This design comes from an exercise in tuning for small area, a short achievable clock period and few clock cycles on the open sky130 flow, not from production work. The RTL was checked by simulation tests, not by an equivalence proof against the original design. Power figures rest on the tool's default switching activity, not on a simulated workload.

==> flow/design.v <==
module CHIP(clk,
            rst_n,
            mem_wen_D,
            mem_addr_D,
            mem_wdata_D,
            mem_rdata_D,
            mem_addr_I,
            mem_rdata_I);
    input         clk, rst_n ;
    output        mem_wen_D  ;
    output [31:0] mem_addr_D ;
    output [31:0] mem_wdata_D;
    input  [31:0] mem_rdata_D;
    output [31:0] mem_addr_I ;
    input  [31:0] mem_rdata_I;
    reg    [31:0] PC          ;              
    reg    [31:0] PC_nxt      ;              
    wire          regWrite    ;              
    wire   [ 4:0] rs1, rs2, rd;              
    wire   [31:0] rs1_data    ;              
    wire   [31:0] rs2_data    ;              
    wire   [31:0] rd_data     ;              
    reg_file reg0(                           
        .clk(clk),                           
        .rst_n(rst_n),                       
        .wen(regWrite),                      
        .a1(rs1),                            
        .a2(rs2),                            
        .aw(rd),                             
        .d(rd_data),                         
        .q1(rs1_data),                       
        .q2(rs2_data));                      
    wire [6:0] opcode;
    wire [2:0] func3;
    wire [6:0] func7;
    wire [5:0] shamt;
    wire [11:0] imm12, imm_branch, imm_sw;
    wire [19:0] imm20, imm_jal;
    assign mem_addr_I = PC;
    assign opcode = mem_rdata_I[6:0];
    assign func3 = mem_rdata_I[14:12];
    assign func7 = mem_rdata_I[31:25];
    assign rd = mem_rdata_I[11:7];
    assign rs1 = mem_rdata_I[19:15];
    assign rs2 = mem_rdata_I[24:20];
    assign shamt = mem_rdata_I[25:20];
    assign imm12 = mem_rdata_I[31:20];
    assign imm_branch = {mem_rdata_I[31], mem_rdata_I[7], mem_rdata_I[30:25], mem_rdata_I[11:8]};
    assign imm_sw = {mem_rdata_I[31:25], mem_rdata_I[11:7]};
    assign imm20 = mem_rdata_I[31:12];
    assign imm_jal = {mem_rdata_I[31], mem_rdata_I[19:12], mem_rdata_I[20], mem_rdata_I[30:21]};
    reg alu_running, alu_running_nxt;
    wire mulDiv_valid;
    wire mulDiv_ready;
    wire [1:0] mulDiv_mode;
    assign mulDiv_mode = 2'd0;  
    wire [63:0] mulDiv_out;
    mulDiv alu(
        .clk(clk),
        .rst_n(rst_n),
        .valid(mulDiv_valid),
        .ready(mulDiv_ready),
        .mode(mulDiv_mode),   
        .in_A(rs1_data),
        .in_B(rs2_data),
        .out(mulDiv_out)
    );
    parameter auipc = 7'b0010111;
    parameter jal = 7'b1101111;
    parameter jalr = 7'b1100111;
    parameter branch = 7'b1100011;  
    parameter lw = 7'b0000011;
    parameter sw = 7'b0100011;
    parameter i_type = 7'b0010011;  
    parameter arith = 7'b0110011;   
    parameter beq = 3'b000;
    parameter bge = 3'b101;
    parameter addi = 3'b000;
    parameter slti = 3'b010;
    parameter slli = 3'b001;
    parameter srli = 3'b101;
    parameter xor3 = 3'b100;
    parameter add = 7'b0000000;  
    parameter sub = 7'b0100000;
    parameter mul = 7'b0000001;
    assign regWrite = !(opcode == branch)
                      && !(opcode == sw)
                      && !(opcode == mul && alu_running == 1'b0) 
                      && !(opcode == mul && alu_running == 1'b1 && mulDiv_ready == 1'b0);
    assign mem_wen_D = (opcode == sw);
    assign mem_addr_D = (opcode == lw) ? (rs1_data + {{20{imm12[11]}}, imm12}) :
                        (opcode == sw) ? (rs1_data + {{20{imm_sw[11]}}, imm_sw}) : 32'd0;
    assign mem_wdata_D = (opcode == sw) ? rs2_data : 32'd0;
    assign mulDiv_valid = (opcode == arith) && (func7 == mul) && (alu_running == 0);
    assign rd_data  = (opcode == auipc) ? (PC + {imm20, {12'd0}}) :
                      (opcode == jal || opcode == jalr) ? (PC + 4) :
                      (opcode == lw) ? mem_rdata_D :
                      (opcode == i_type) ? ( (func3 == addi) ? (rs1_data + {{20{imm12[11]}}, imm12}) : ((func3 == slti) ? {31'd0, ($signed(rs1_data) < $signed({{20{imm12[11]}}, imm12}))} :
                      ((func3 == slli) ? (rs1_data << shamt) : (rs1_data >> shamt))) ) :
                      (opcode == arith) ? ( (func3 == xor3) ? (rs1_data ^ rs2_data) : ((func7 == add) ? (rs1_data + rs2_data) :
                      ((func7 == sub) ? (rs1_data - rs2_data) : (mulDiv_ready == 1) ? mulDiv_out[31:0] : 32'd0)) ) : 32'd0;
    always @(*) begin
        case(opcode)
            jal : PC_nxt = PC + {{11{imm_jal[19]}}, imm_jal, 1'd0};
            jalr : PC_nxt = (rs1_data + {{20{imm12[11]}}, imm12}) & 32'hfffffffe;
            branch : begin
                case(func3)
                    beq : PC_nxt = (rs1_data == rs2_data) ? (PC + {{19{imm_branch[11]}}, imm_branch, 1'd0}) : (PC + 4);
                    bge : PC_nxt = ($signed(rs1_data) >= $signed(rs2_data)) ? (PC + {{19{imm_branch[11]}}, imm_branch, 1'd0}) : (PC + 4);
                    default : PC_nxt = PC + 4;
                endcase
            end
            arith : begin
                case(func7)
                    mul : PC_nxt = (mulDiv_ready == 1) ? (PC + 4) : PC;
                    default : PC_nxt = PC + 4;
                endcase
            end
            default : PC_nxt = PC + 4;
        endcase
    end
    always @(*) begin
        case(opcode)
            arith : begin
                case(func7)
                    mul : begin
                        case(alu_running)
                            1'b0 : alu_running_nxt = 1'b1;
                            1'b1 : begin
                                case(mulDiv_ready)
                                    1'b0 : alu_running_nxt = 1'b1;
                                    1'b1 : alu_running_nxt = 1'b0;
                                endcase
                            end 
                        endcase
                    end
                    default: alu_running_nxt = 1'b0;
                endcase
            end
            default : alu_running_nxt = 1'b0;
        endcase
    end
    always @(posedge clk or negedge rst_n) begin
        if (!rst_n) begin
            PC <= 32'h00010000;  
            alu_running <= 1'b0;
        end
        else begin
            PC <= PC_nxt;
            alu_running <= alu_running_nxt;
        end
    end
endmodule
module reg_file(clk, rst_n, wen, a1, a2, aw, d, q1, q2);
    parameter BITS = 32;
    parameter word_depth = 32;
    parameter addr_width = 5;  
    input clk, rst_n, wen;  
    input [BITS-1:0] d;
    input [addr_width-1:0] a1, a2, aw;
    output [BITS-1:0] q1, q2;
    reg [BITS-1:0] mem [0:word_depth-1];
    reg [BITS-1:0] mem_nxt [0:word_depth-1];
    integer i;
    assign q1 = mem[a1];
    assign q2 = mem[a2];
    always @(*) begin
        for (i=0; i<word_depth; i=i+1)
            mem_nxt[i] = (wen && (aw == i)) ? d : mem[i];
    end
    always @(posedge clk or negedge rst_n) begin
        if (!rst_n) begin
            mem[0] <= 0;
            for (i=1; i<word_depth; i=i+1) begin
                case(i)
                    32'd2: mem[i] <= 32'hbffffff0;
                    32'd3: mem[i] <= 32'h10008000;
                    default: mem[i] <= 32'h0;
                endcase
            end
        end
        else begin
            mem[0] <= 0;
            for (i=1; i<word_depth; i=i+1)
                mem[i] <= mem_nxt[i];
        end
    end
endmodule
module mulDiv(clk, rst_n, valid, ready, mode, in_A, in_B, out);
    input         clk, rst_n;
    input         valid;
    input  [1:0]  mode;  
    output        ready;
    input  [31:0] in_A, in_B;
    output [63:0] out;
    parameter IDLE = 3'd0;
    parameter MUL  = 3'd1;
    parameter DIV  = 3'd2;
    parameter AND = 3'd3;
    parameter AVG = 3'd4;
    parameter OUT  = 3'd5;
    reg  [ 2:0] state, state_nxt;
    reg  [ 4:0] counter, counter_nxt;
    reg  [63:0] shreg, shreg_nxt;
    reg  [31:0] alu_in, alu_in_nxt;
    reg  [32:0] alu_out;
    assign ready = (state == OUT) ? 1 : 0;
    assign out = (state == OUT) ? shreg : 0;
    always @(*) begin
        case(state)
            IDLE: begin
                if (valid == 0) begin
                    state_nxt = IDLE;
                end
                else begin
                    case(mode)
                        2'd0 : state_nxt = MUL;
                        2'd1 : state_nxt = DIV;
                        2'd2 : state_nxt = AND;
                        2'd3 : state_nxt = AVG;
                    endcase
                end
            end
            MUL : begin
                state_nxt = (counter != 31) ? MUL : OUT;
            end
            DIV : begin
                state_nxt = (counter != 31) ? DIV : OUT;
            end
            AND : state_nxt = OUT;
            AVG : state_nxt = OUT;
            OUT : state_nxt = IDLE;
            default : state_nxt = IDLE;
        endcase
    end
    always @(*) begin
        case(state)
            MUL : counter_nxt = counter + 1;
            DIV : counter_nxt = counter + 1;
            default : counter_nxt = 5'd0;
        endcase
    end
    always @(*) begin
        case(state)
            IDLE: begin
                if (valid) alu_in_nxt = in_B;
                else       alu_in_nxt = 0;
            end
            OUT : alu_in_nxt = 0;
            default: alu_in_nxt = alu_in;
        endcase
    end
    always @(*) begin
        case(state)
            MUL : alu_out = shreg[0] ? alu_in : 0;
            DIV : alu_out = (shreg[62:31] >= alu_in) ? {1'b0, shreg[62:31] - alu_in} : {1'b0, shreg[62:31]};
            AND : alu_out = {1'b0, shreg[31:0] & alu_in};
            AVG : alu_out = (shreg[32:0] + alu_in) >> 1;
            default : alu_out = 0;
        endcase
    end
    always @(*) begin
        case(state)
            IDLE: shreg_nxt = valid ? {32'd0, in_A} : 0;
            MUL : shreg_nxt = {1'b0, shreg[63:1]} + {alu_out[31:0], 31'd0};
            DIV : shreg_nxt = (shreg[62:31] >= alu_in) ? {alu_out[31:0], shreg[30:0], 1'b1} : {alu_out[31:0], shreg[30:0], 1'b0};
            AND : shreg_nxt = {32'd0, alu_out[31:0]};
            AVG : shreg_nxt = {32'd0, alu_out[31:0]};
            OUT : shreg_nxt = 0;
            default: shreg_nxt = shreg;
        endcase
    end
    always @(posedge clk or negedge rst_n) begin
        if (!rst_n) begin
            state <= IDLE;
            counter <= 5'd0;
            alu_in <= 32'd0;
            shreg <= 64'd0;
        end
        else begin
            state <= state_nxt;
            counter <= counter_nxt;
            alu_in <= alu_in_nxt;
            shreg <= shreg_nxt;
        end
    end
endmodule
==> flow/run.sh <==
#!/bin/bash
# synth_recipe.tcl (not shown) runs the flow's synth.tcl, then flattens the netlist and writes it again
# the make line also repeats each setting of config.mk as NAME=value (left out here)
make -C /OpenROAD-flow-scripts/flow DESIGN_CONFIG=/design/flow/config.mk WORK_HOME=/design/flow/orfs CLKGATE_MAP_FILE= SYNTH_SCRIPT=/design/flow/synth_recipe.tcl finish
==> flow/config.mk <==
export PLATFORM = sky130hd
export DESIGN_NAME = CHIP
export DESIGN_NICKNAME = CHIP
export VERILOG_FILES = /design/flow/design.v
export SDC_FILE = /design/flow/constraint.sdc
export NUM_CORES = 8
export LEC_CHECK = 0
export CAP_MARGIN = 20
export CORE_MARGIN = 2
export CORE_UTILIZATION = 40
export SETUP_SLACK_MARGIN = 0.3
export SLEW_MARGIN = 20
==> flow/constraint.sdc <==
create_clock -name core_clock -period 11.0 [get_ports {clk}]
set_input_delay 2.2000 -clock core_clock [delete_from_list [all_inputs] [get_ports {clk}]]
set_output_delay 2.2000 -clock core_clock [all_outputs]
set_load 0.01 [all_outputs]
==> summary.txt <==
Run status
  • Status: timing/DRC/antenna clean

Synth
  • Post-synthesis register bit count: 1,128
  • Most common cell in the netlist: nand2_1
  • Asr flop ratio synth: 1.000
  • Post-synth EDFFs: 0
  • Synth cell types: 110
  • Area contributors post-synth: dfrtp_1 (34%), o21ai_0 (5.7%), nand2_1 (5.6%)
  • Post-Syn Area: 80,740 µm²
  • Top-area cell type share of the netlist area: 0.3403
  • Post-Synthesis Cells: 9,871
  • Cell taking the most area after synthesis: dfrtp_1
  • Sequential share of the synthesized area: 0.3500
  • Commonest cells in the netlist: nand2_1 (1,202), dfrtp_1 (1,098), o21ai_0 (921)
  • Yosys warnings: 5
  • Mapped Nets: 10,240
  • Post-synthesis area per instance: 8.180 µm²
  • Top FF cell, synth: dfrtp_1

STA
  • Clk_skew: 0.05209 ns
  • Max_slew headroom: 0.06018
  • Minimum clock period after layout: 10.77 ns
  • Max Slew Vio Count: 0
  • Highest Clock Rate: 0.09285 GHz
  • Slew of the pin with the lowest slew margin: 1.406 ns
  • Unrepaired setup endpoints after global routing: yes
  • Final setup fails: 0
  • Fin. Hold Viols: 0
  • Setup TNS: 0 ns
  • Final Cycle Share: 0.9791

Setup path
  • Critical path fanouts, max: 21
  • CP arrival: 8.57 ns
  • Crit Path Class: input pin to output pin
  • Crit start category: input pin
  • Number of buffers and inverters on the critical path: 7
  • Worst path most repeated cell: buf_4
  • Crit. End Element: output pin
  • CP delay by family, top: simple AND/OR/NAND/NOR gates
  • Max incr delay on CP: 0.64 ns
  • CP max stage cell: nor2_2
  • Crit path required time: 8.80 ns
  • CP cell instances: clkdlybuf4s50_1, buf_4, or3b_4, nor2_2, buf_12, a2111oi_0, and4_1, and2_1, inv_1, ha_1, or4_1, or3_1, or3_1, nor2_1, a2111oi_1, buf_4, o22a_1, a21oi_2, buf_4, clkdlybuf4s50_1

Floorplan
  • Initial core utilization: 0.4032
  • I/O Pins: 163
  • Chip width: 453.3 µm
  • Rows: 164
  • Die height: 453.3 µm
  • Die area: 205,500 µm²
  • Core area: 200,300 µm²

CTS
  • Clock latency (worst-skew pair): 0.85 ns
  • Max clock buf depth: 3
  • # hold bufs at CTS: 0
  • Clock transition at path regs: 0.05 ns
  • Number of clock sinks: 1,128
  • Setup Buffers After CTS: 0
  • Clock H-tree levels: 4
  • TritonCTS clock tree: yes
  • Num CTS Buffers: 136
  • Root Buffer: clkbuf_16

Final layout
  • Area grow syn2layout: 15.17%
  • Final cell count without fillers: 12,660
  • Final nets: 10,250
  • Core Util, Final: 0.4643
  • # fillers: 19,630
  • Layout cells sized above 1: 0.1151

Detailed routing
  • Antenna-violating nets left: 0
  • Drt first pass iters: 12
  • WL met3: 74,850 µm
  • WL final: 493,400 µm
  • 1st-iter DRT viols: 17,420
  • Max Used Layer: met5
  • DR WL/cell: 38.97 µm
  • # DRC: 0
  • Vias: 91,810
  • Via density: 7.252
  • DRT met1 WL: 178,300 µm
  • DR WL met2: 194,300 µm

Placed design
  • Final GP Congestion: 1.082
  • Port-buffer cells: 161
  • Placed cell count: 12,390
  • HPWL after DPL: 339,100 µm

Power
  • Clock group share of total power: 0.363
  • Sw Ratio: 0.3676
  • Internal power: 0.008426 W
  • Lkg Pwr: 40.94 nW
  • Seq pwr share: 0.370
  • Switching power: 0.004899 W
  • Max IR drop VDD: 0.2046 mV
  • P per Cell Area: 143.3 nW/µm²
  • Logic pwr share: 0.267

Job
  • Max cap viols: 0

GRT
  • Initial antenna violation count: 41
  • Tot GR Track Use: 0.4644
  • First-pass GRT wire length: 677,800 µm
  • Grt total ovfl: 0
  • Vias in the first global route: 84,970
  • Largest net degree at the start of global routing: 171

Worst hold path
  • Hold Crit Class: flop to flop
==> placed cells by master (no fill, tap or decap), types with 44 or more instances in the layout <==
master	n
a2111oi_0	142
a211oi_1	59
a21o_1	113
a21oi_1	479
a221oi_1	197
a22o_1	161
a22oi_1	352
a31oi_1	175
a32o_1	50
and2_1	44
and3_1	536
buf_12	57
buf_4	518
clkbuf_16	138
clkdlybuf4s50_1	152
dfrtp_1	1098
ha_1	289
inv_1	198
mux2i_1	111
nand2_1	1178
nand3_1	236
nand4_1	116
nor2_1	694
nor2b_1	67
nor3_1	155
o211ai_1	72
o21a_1	45
o21ai_0	915
o21ai_1	179
o21bai_1	48
o22ai_1	54
o31ai_1	73
or3_1	55
xnor2_1	156
xor2_1	57
==> registers in the layout, indices dropped and copies added, names as in the netlist <==
name	flops
reg0.mem	992
alu.shreg	64
PC	31
alu.state	3
alu_running	1
alu.alu_in	32
alu.counter	5
==> final timing paths <==
check,to,depth (start not counted),start,slack (ns)
worst max-delay path,mem_addr_D[31],20,mem_rdata_I[18],0.23
worst min-delay path,alu.counter[0]$_DFF_PN0_,1,alu.counter[0]$_DFF_PN0_,0.46
worst max register to register,alu.shreg[61]$_DFFE_PN0P_,27,alu.shreg[31]$_DFFE_PN0P_,2.53
worst min register to register,alu.counter[0]$_DFF_PN0_,1,alu.counter[0]$_DFF_PN0_,0.46
max in group asynchronous,reg0.mem[13][10]$_DFFE_PN0P_,3,rst_n,7.35
min in group asynchronous,PC[8]$_DFFE_PN0P_,1,rst_n,1.29
==> kinds of logic after synthesis <==
family                   Yosys count  synth area share
multiplexers                     165           0.02729
buffers and inverters           1090           0.05317
other                              1        0.00004644
AND/OR/NAND/NOR                 3458            0.2057
adder cells (fa/ha/maj)          299           0.04726
XOR/XNOR                         213           0.02310
AO/OA/AOI/OAI                   3517            0.2934
flip-flops                      1128            0.3500
==> metrics by stage <==
stage / instance area (µm²) / setup slack (ns) / total power, W / hold slack (ns)
2_1_floorplan: 80740 / 2.348 / 0.006694 / 0.4329
3_3_place_gp: 88060 / -0.1544 / 0.008317 / 0.4474
3_5_place_dp: 88070 / -0.1076 / 0.008325 / 0.4547
4_1_cts: 92800 / 0.3161 / 0.01311 / 0.4614
5_1_grt: 92960 / 0.2871 / 0.01365 / 0.4794
6_report: 92990 / 0.2296 / 0.01333 / 0.4575
==> what timing repair did <==
item                                   in CTS  in global routing
setup endpoints to repair                  13                 16
resized for setup                           5                 15
pin swaps                                   0                  1
endpoints found under the hold margin       0                  0
==> metal layers <==
metal | up-vias | GRT usage
li1 | 36970 | -
met1 | 44260 | 0.5669
met2 | 8020 | 0.6435
met3 | 2506 | 0.2102
met4 | 45 | 0.3287
met5 | - | 0.008862
==> final cells by class <==
type | instances | area, µm² | share of cell area
Antenna cell | 12 | 30.03 | 0.0003229
Multi-Input combinational cell | 7653 | 49150 | 0.5286
Tap cell | 2656 | 3323 | 0.03574
Clock buffer | 186 | 3844 | 0.04133
Sequential cell | 1128 | 28260 | 0.3039
Clock inverter | 64 | 875.8 | 0.009418
Timing Repair Buffer | 740 | 6674 | 0.07177
Inverter | 221 | 829.5 | 0.008921
==> power by group through the flow <==
stage / sequential [W] / combinational, W / clock, W
5_1_grt: 0.00492 / 0.00371 / 0.00502
3_5_place_dp: 0.00496 / 0.00337 / 0
2_1_floorplan: 0.00475 / 0.00194 / 0
4_1_cts: 0.00489 / 0.00339 / 0.00484
6_report: 0.00493 / 0.00355 / 0.00484
3_3_place_gp: 0.00496 / 0.00336 / 0
Testbench counts, summed over its fixed seeds: cycles 344,195.

separate check: timing with driven ports:
Ports are ideal in the flow. The routed layout listed here was re-timed in OpenROAD.
Step 1, drivers: a clkbuf_16 drives clk and a buf_2 each remaining input, both assumed.
Step 2 adds t to the input delays and takes it off the output delays; t is the mean of the earliest and latest rising clock arrival at the registers after step 1. Input paths then give back, and output paths get back, about the clock's delay inside the block.
Slacks: no drivers / after step 1 / after step 2; pairs: no drivers / after step 1.
shift t [ns]: 0.941
setup slack, ns: 0.230 / 0.207 / 0.207
clock arrival spread, ns: 0.052 / 0.052
After both steps setup and hold are still met in this run. For this run, drivers alone change the setup slack by -0.023 ns; drivers and shift together by -0.023 ns.
